Background: an optimization exercise with open tools, aiming at small area, a short achievable clock period and few clock cycles. Do not read the settings as production practice.
Only simulation tests tie the RTL to the original design; equivalence was not proved.
Power is estimated from default activity; no workload was simulated.

==> flow/design.v <==
`default_nettype none
module	qoi_encoder (
		input	wire		i_clk, i_reset,
		input	wire		s_valid,
		output	wire		s_ready,
		input	wire	[23:0]	s_data,
		input	wire		s_last, s_user,
		output	reg		o_qvalid,
		input	wire		i_qready,
		output	wire	[63:0]	o_qdata,
		output	reg	[2:0]	o_qbytes,
		output	reg		o_qlast
	);
	reg	r_ready, r_stall;
	wire	stall = r_stall;
	assign	s_ready = r_ready;
	reg		ir_v, ir_h, ir_l;
	reg	[23:0]	ir_px;
	reg	[5:0]	ir_hx, ir_hy;
	always @(posedge i_clk)
	if (i_reset)
		ir_v <= 1'b0;
	else if (!stall)
		ir_v <= s_valid;
	always @(posedge i_clk)
	if (!stall)
	begin
		ir_px <= s_data;
		ir_h  <= s_user;
		ir_l  <= s_user && s_last;
		ir_hx <= s_data[21:16] + { s_data[20:16], 1'b0 }
			+ s_data[13:8] + { s_data[11:8], 2'b0 };
		ir_hy <= { s_data[2:0], 3'b0 } - s_data[5:0] + 6'd53;
	end
	reg		hseen, h2, vseen;
	reg	[15:0]	wcnt, hcnt;
	wire		syncd = h2 && vseen;
	always @(posedge i_clk)
	if (i_reset)
	begin
		hseen <= 1'b0;
		h2    <= 1'b0;
		vseen <= 1'b0;
		wcnt  <= 16'h0;
		hcnt  <= 16'h0;
	end else if (!stall && ir_v)
	begin
		if (!hseen)
			wcnt <= wcnt + 1'b1;
		if (ir_h)
		begin
			hseen <= 1'b1;
			if (hseen)
				h2 <= 1'b1;
			if (!vseen)
				hcnt <= hcnt + 1'b1;
			if (ir_l)
				vseen <= 1'b1;
		end
	end
	reg		a_v, a_l, a_ep;
	reg	[23:0]	a_px;
	reg	[7:0]	a_dr, a_dg, a_db;
	reg	[63:0]	a_sel;		 
	reg	[5:0]	a_idx;		 
	reg		a_same;		 
	wire	[23:0]	prevpx = (a_v && !a_l) ? a_px : 24'h0;
	wire		eq = (ir_px == prevpx);
	wire		in_a = ir_v && syncd;
	wire		mv_a = a_v && (in_a || a_l);
	wire	[5:0]	ir_idx = ir_hx + ir_hy;
	always @(posedge i_clk)
	if (i_reset)
		a_v <= 1'b0;
	else if (!stall)
	begin
		if (in_a)
			a_v <= 1'b1;
		else if (a_l)
			a_v <= 1'b0;
	end
	always @(posedge i_clk)
	if (!stall && in_a)
	begin
		a_px  <= ir_px;
		a_l   <= ir_l;
		a_ep  <= eq;
		a_dr  <= ir_px[23:16] - prevpx[23:16];
		a_dg  <= ir_px[15: 8] - prevpx[15: 8];
		a_db  <= ir_px[ 7: 0] - prevpx[ 7: 0];
		a_sel <= 64'h1 << ir_idx;
		a_idx <= ir_idx;
		a_same <= (ir_idx == a_idx);
	end
	reg	[17:0]	tbl	[0:63];
	reg	[63:0]	tbl_v;
	reg	[17:0]	rd_px;
	reg		rd_v;
	integer	j;
	always @(*)
	begin
		rd_px = 18'h0;
		rd_v  = 1'b0;
		for (j = 0; j < 64; j = j + 1)
		if (a_sel[j])
		begin
			rd_px = rd_px | tbl[j];
			rd_v  = rd_v  | tbl_v[j];
		end
	end
	reg		b_v, b_l, b_ep, b_en, b_tv, b_small, b_luma;
	reg	[23:0]	b_px;
	reg	[17:0]	b_tpx;
	reg	[5:0]	b_idx, b_dc;
	reg	[13:0]	b_lc;
	wire	[7:0]	a_drg = a_dr - a_dg;
	wire	[7:0]	a_dbg = a_db - a_dg;
	always @(posedge i_clk)
	if (i_reset)
		b_v <= 1'b0;
	else if (!stall)
		b_v <= mv_a;
	always @(posedge i_clk)
	if (!stall && mv_a)
	begin
		b_px  <= a_px;
		b_l   <= a_l;
		b_ep  <= a_ep;
		b_en  <= eq;
		b_idx <= a_idx;
		b_tv  <= rd_v && !(b_v && (b_l || a_same));
		b_tpx <= rd_px;
		b_small <= ((&a_dr[7:1]) || !(|a_dr[7:1]))
			&& ((&a_dg[7:1]) || !(|a_dg[7:1]))
			&& ((&a_db[7:1]) || !(|a_db[7:1]));
		b_luma <= ((&a_dg[7:5]) || !(|a_dg[7:5]))
			&& ((&a_drg[7:3]) || !(|a_drg[7:3]))
			&& ((&a_dbg[7:3]) || !(|a_dbg[7:3]));
		b_dc <= { !a_dr[1], a_dr[0], !a_dg[1], a_dg[0],
				!a_db[1], a_db[0] };
		b_lc <= { !a_dg[5], a_dg[4:0], !a_drg[3], a_drg[2:0],
				!a_dbg[3], a_dbg[2:0] };
	end
	always @(posedge i_clk)
	if (!stall && b_v)
		tbl[b_idx] <= { b_px[23:8], b_px[7:6] };
	always @(posedge i_clk)
	if (i_reset)
		tbl_v <= 64'h0;
	else if (!stall && b_v)
	begin
		if (b_l)
			tbl_v <= 64'h0;
		else
			tbl_v[b_idx] <= 1'b1;
	end
	reg		run_on;
	reg	[5:0]	rep;
	reg		d_v, d_l;
	reg	[31:0]	d_data;
	reg	[2:0]	d_n;
	reg	[31:0]	ck;
	reg	[2:0]	cn;
	wire	[5:0]	rep_i = (b_ep && run_on && (rep != 6'd61))
					? (rep + 1'b1) : 6'd0;
	wire		emit_run = b_l || !b_en
				|| (run_on && (rep == 6'd60));
	wire		hit = b_tv && (b_tpx == { b_px[23:8], b_px[7:6] });
	always @(*)
	begin
		if (b_ep)
		begin
			ck = emit_run ? { 2'b11, rep_i, 24'h0 } : 32'h0;
			cn = emit_run ? 3'd1 : 3'd0;
		end else if (hit)
		begin
			ck = { 2'b00, b_idx, 24'h0 };
			cn = 3'd1;
		end else if (b_small)
		begin
			ck = { 2'b01, b_dc, 24'h0 };
			cn = 3'd1;
		end else if (b_luma)
		begin
			ck = { 2'b10, b_lc, 16'h0 };
			cn = 3'd2;
		end else begin
			ck = { 8'hfe, b_px };
			cn = 3'd4;
		end
	end
	always @(posedge i_clk)
	if (i_reset)
		run_on <= 1'b0;
	else if (!stall && b_v)
		run_on <= b_ep && !b_l;
	always @(posedge i_clk)
	if (!stall && b_v)
		rep <= rep_i;
	always @(posedge i_clk)
	if (i_reset)
		d_v <= 1'b0;
	else if (!stall)
		d_v <= b_v;
	always @(posedge i_clk)
	if (!stall && b_v)
	begin
		d_l    <= b_l;
		d_data <= ck;
		d_n    <= cn;
	end
	localparam	[1:0]	P_IDLE = 2'd0, P_FILE = 2'd1, P_TRL = 2'd2,
				P_DRAIN = 2'd3;
	reg	[1:0]	pst;
	reg	[4:0]	fill;
	reg		acc_ok;
	reg	[7:0]	acc	[0:15];
	wire		take = o_qvalid && i_qready;
	wire		hdr = (pst == P_IDLE) && (a_v || b_v || d_v);
	wire		app_c = d_v && acc_ok;
	wire		app_t = (pst == P_TRL) && ((fill <= 5'd8) || take);
	wire		lastword = (pst == P_DRAIN) && (fill <= 5'd8);
	reg	[31:0]	ckr;
	wire	[7:0]	lane	[0:3];
	always @(*)
	case (fill[1:0])
	2'd0: ckr = d_data;
	2'd1: ckr = { d_data[7:0], d_data[31:8] };
	2'd2: ckr = { d_data[15:0], d_data[31:16] };
	2'd3: ckr = { d_data[23:0], d_data[31:24] };
	endcase
	assign	lane[0] = ckr[31:24];
	assign	lane[1] = ckr[23:16];
	assign	lane[2] = ckr[15: 8];
	assign	lane[3] = ckr[ 7: 0];
	reg	[7:0]	hb	[0:15];
	reg	[7:0]	xb	[0:23];
	reg	[7:0]	nb	[0:15];
	reg	[4:0]	fa, fn;
	reg	[1:0]	pn;
	integer	k;
	always @(*)
	begin
		hb[ 0] = 8'h71; hb[ 1] = 8'h6f; hb[ 2] = 8'h69; hb[ 3] = 8'h66;
		hb[ 4] = 8'h00; hb[ 5] = 8'h00;
		hb[ 6] = wcnt[15:8]; hb[ 7] = wcnt[7:0];
		hb[ 8] = 8'h00; hb[ 9] = 8'h00;
		hb[10] = hcnt[15:8]; hb[11] = hcnt[7:0];
		hb[12] = 8'h03; hb[13] = 8'h01;
		hb[14] = 8'h00; hb[15] = 8'h00;
		for (k = 0; k < 24; k = k + 1)
		begin
			xb[k] = (k < 16) ? acc[k[3:0]] : 8'h0;
			if (app_c && (k[4:0] >= fill) && (k[4:0] < fill + 5'd4))
				xb[k] = xb[k] | lane[k[1:0]];
			if (app_t && (k[4:0] == fill + 5'd7))
				xb[k] = xb[k] | 8'h01;
		end
		for (k = 0; k < 16; k = k + 1)
		begin
			if (hdr)
				nb[k] = hb[k];
			else if (take)
				nb[k] = xb[k+8];
			else
				nb[k] = xb[k];
		end
		fa = fill;
		if (app_c)
			fa = fa + d_n;
		if (app_t)
			fa = fa + 5'd8;
		pn = pst;
		case (pst)
		P_IDLE:  if (hdr) pn = P_FILE;
		P_FILE:  if (app_c && d_l) pn = P_TRL;
		P_TRL:   if (app_t) pn = P_DRAIN;
		P_DRAIN: if (take && lastword) pn = P_IDLE;
		endcase
		if (hdr)
			fn = 5'd14;
		else if (take && lastword)
			fn = 5'd0;
		else if (take)
			fn = fa - 5'd8;
		else
			fn = fa;
	end
	always @(posedge i_clk)
	for (k = 0; k < 16; k = k + 1)
		acc[k] <= nb[k];
	always @(posedge i_clk)
	if (i_reset)
	begin
		pst      <= P_IDLE;
		fill     <= 5'd0;
		acc_ok   <= 1'b0;
		o_qvalid <= 1'b0;
		o_qlast  <= 1'b0;
		o_qbytes <= 3'd0;
		r_ready  <= 1'b1;
		r_stall  <= 1'b0;
	end else begin
		pst      <= pn;
		fill     <= fn;
		acc_ok   <= (pn == P_FILE) && (fn <= 5'd12);
		o_qvalid <= (fn >= 5'd8) || ((pn == P_DRAIN) && (fn != 5'd0));
		o_qlast  <= (pn == P_DRAIN) && (fn <= 5'd8);
		o_qbytes <= ((pn == P_DRAIN) && (fn <= 5'd8)) ? fn[2:0] : 3'd0;
		r_ready  <= !((stall ? d_v : b_v)
				&& !((pn == P_FILE) && (fn <= 5'd12)));
		r_stall  <= ((stall ? d_v : b_v)
				&& !((pn == P_FILE) && (fn <= 5'd12)));
	end
	assign	o_qdata = { acc[0], acc[1], acc[2], acc[3],
				acc[4], acc[5], acc[6], acc[7] };
endmodule
==> flow/config.mk <==
export PLATFORM = sky130hd
export DESIGN_NAME = qoi_encoder
export DESIGN_NICKNAME = qoi_encoder
export VERILOG_FILES = /design/flow/design.v
export SDC_FILE = /design/flow/constraint.sdc
export NUM_CORES = 4
export LEC_CHECK = 0
export ABC_CLOCK_PERIOD_IN_PS = 2500
export CAP_MARGIN = 20
export CORE_MARGIN = 2
export CORE_UTILIZATION = 40
export CTS_CLUSTER_DIAMETER = 70
export CTS_CLUSTER_SIZE = 24
export SETUP_SLACK_MARGIN = 3.0
export SLEW_MARGIN = 20
==> flow/constraint.sdc <==
create_clock -name core_clock -period 5.5 [get_ports {i_clk}]
set_input_delay 1.1000 -clock core_clock [delete_from_list [all_inputs] [get_ports {i_clk}]]
set_output_delay 1.1000 -clock core_clock [all_outputs]
set_load 0.01 [all_outputs]
run.sh (not shown) runs the stock make flow with config.mk's settings and CLKGATE_MAP_FILE= SYNTH_SCRIPT=/design/flow/synth_recipe.tcl, a recipe that flattens the netlist after the stock synthesis.
Testbench counts at the start, summed over its fixed seeds: cycles 35,502.
Then changed:
--- a/flow/design.v
+++ b/flow/design.v
@@ -93,25 +93,35 @@
 		a_same <= (ir_idx == a_idx);
 	end
 	reg	[17:0]	tbl	[0:63];
 	reg	[63:0]	tbl_v;
-	reg	[17:0]	rd_px;
-	reg		rd_v;
+	reg	[17:0]	rd_pl, rd_ph;
+	reg		rd_vl, rd_vh;
 	integer	j;
 	always @(*)
 	begin
-		rd_px = 18'h0;
-		rd_v  = 1'b0;
-		for (j = 0; j < 64; j = j + 1)
-		if (a_sel[j])
+		rd_pl = 18'h0;
+		rd_vl = 1'b0;
+		rd_ph = 18'h0;
+		rd_vh = 1'b0;
+		for (j = 0; j < 32; j = j + 1)
 		begin
-			rd_px = rd_px | tbl[j];
-			rd_v  = rd_v  | tbl_v[j];
+			if (a_sel[j])
+			begin
+				rd_pl = rd_pl | tbl[j];
+				rd_vl = rd_vl | tbl_v[j];
+			end
+			if (a_sel[j+32])
+			begin
+				rd_ph = rd_ph | tbl[j+32];
+				rd_vh = rd_vh | tbl_v[j+32];
+			end
 		end
 	end
-	reg		b_v, b_l, b_ep, b_en, b_tv, b_small, b_luma;
+	reg		b_v, b_l, b_ep, b_en, b_small, b_luma;
+	reg		b_tvl, b_tvh, b_kill;
 	reg	[23:0]	b_px;
-	reg	[17:0]	b_tpx;
+	reg	[17:0]	b_tpl, b_tph;
 	reg	[5:0]	b_idx, b_dc;
 	reg	[13:0]	b_lc;
 	wire	[7:0]	a_drg = a_dr - a_dg;
 	wire	[7:0]	a_dbg = a_db - a_dg;
@@ -127,10 +137,13 @@
 		b_l   <= a_l;
 		b_ep  <= a_ep;
 		b_en  <= eq;
 		b_idx <= a_idx;
-		b_tv  <= rd_v && !(b_v && (b_l || a_same));
-		b_tpx <= rd_px;
+		b_kill <= b_v && (b_l || a_same);
+		b_tvl <= rd_vl;
+		b_tvh <= rd_vh;
+		b_tpl <= rd_pl;
+		b_tph <= rd_ph;
 		b_small <= ((&a_dr[7:1]) || !(|a_dr[7:1]))
 			&& ((&a_dg[7:1]) || !(|a_dg[7:1]))
 			&& ((&a_db[7:1]) || !(|a_db[7:1]));
 		b_luma <= ((&a_dg[7:5]) || !(|a_dg[7:5]))
@@ -164,9 +177,10 @@
 	wire	[5:0]	rep_i = (b_ep && run_on && (rep != 6'd61))
 					? (rep + 1'b1) : 6'd0;
 	wire		emit_run = b_l || !b_en
 				|| (run_on && (rep == 6'd60));
-	wire		hit = b_tv && (b_tpx == { b_px[23:8], b_px[7:6] });
+	wire		hit = (b_tvl || b_tvh) && !b_kill
+			&& ((b_tpl | b_tph) == { b_px[23:8], b_px[7:6] });
 	always @(*)
 	begin
 		if (b_ep)
 		begin
=> Critical path depth goes down by 2; combinational power drops by about 4%; final area fell by 0.46%; register-to-register slack is better by 0.095 ns; synthesized area grows by 1.4%; die area increases by 1.4%; hold slack barely changes; setup slack improved by 0.095 ns; synthesized cell count goes up by 3.7%; total power climbs by 1.5%; non-clock buffer count falls by 102; wire length goes down by 13%.
Testbench counts after the change, summed over its fixed seeds: cycles 35,502.

==> what the ideal ports hide <==
The results above use ideal ports. As a check the final layouts listed here were re-extracted and re-timed, cells and wires unchanged.
Step 1, drivers: a clkbuf_16 drives i_clk and a buf_2 each remaining input, both assumed.
Step 2, shift: input delay + t, output delay - t, t = (earliest + latest rising clock arrival at the registers) / 2. This alone moves slack from input paths to output paths.
Three values: ideal, step 1, step 2; two values: the first two.
| run | t (ns) | setup slack, ns | hold slack, ns | clock arrival spread, ns | worst data-port slew with drivers (ns) |
|---|---|---|---|---|---|
| the first run | 0.841 | 2.772 / 2.772 / 2.248 | 0.437 / 0.437 / 0.437 | 0.088 / 0.089 | 0.08 |
| the second run | 0.812 | 2.867 / 2.867 / 2.279 | 0.437 / 0.437 / 0.437 | 0.042 / 0.043 | 0.08 |
After both steps setup and hold are still met in every run listed. The setup slack of the second run, which loses most, moves by 0.000 ns with the drivers and by -0.588 ns with both steps.
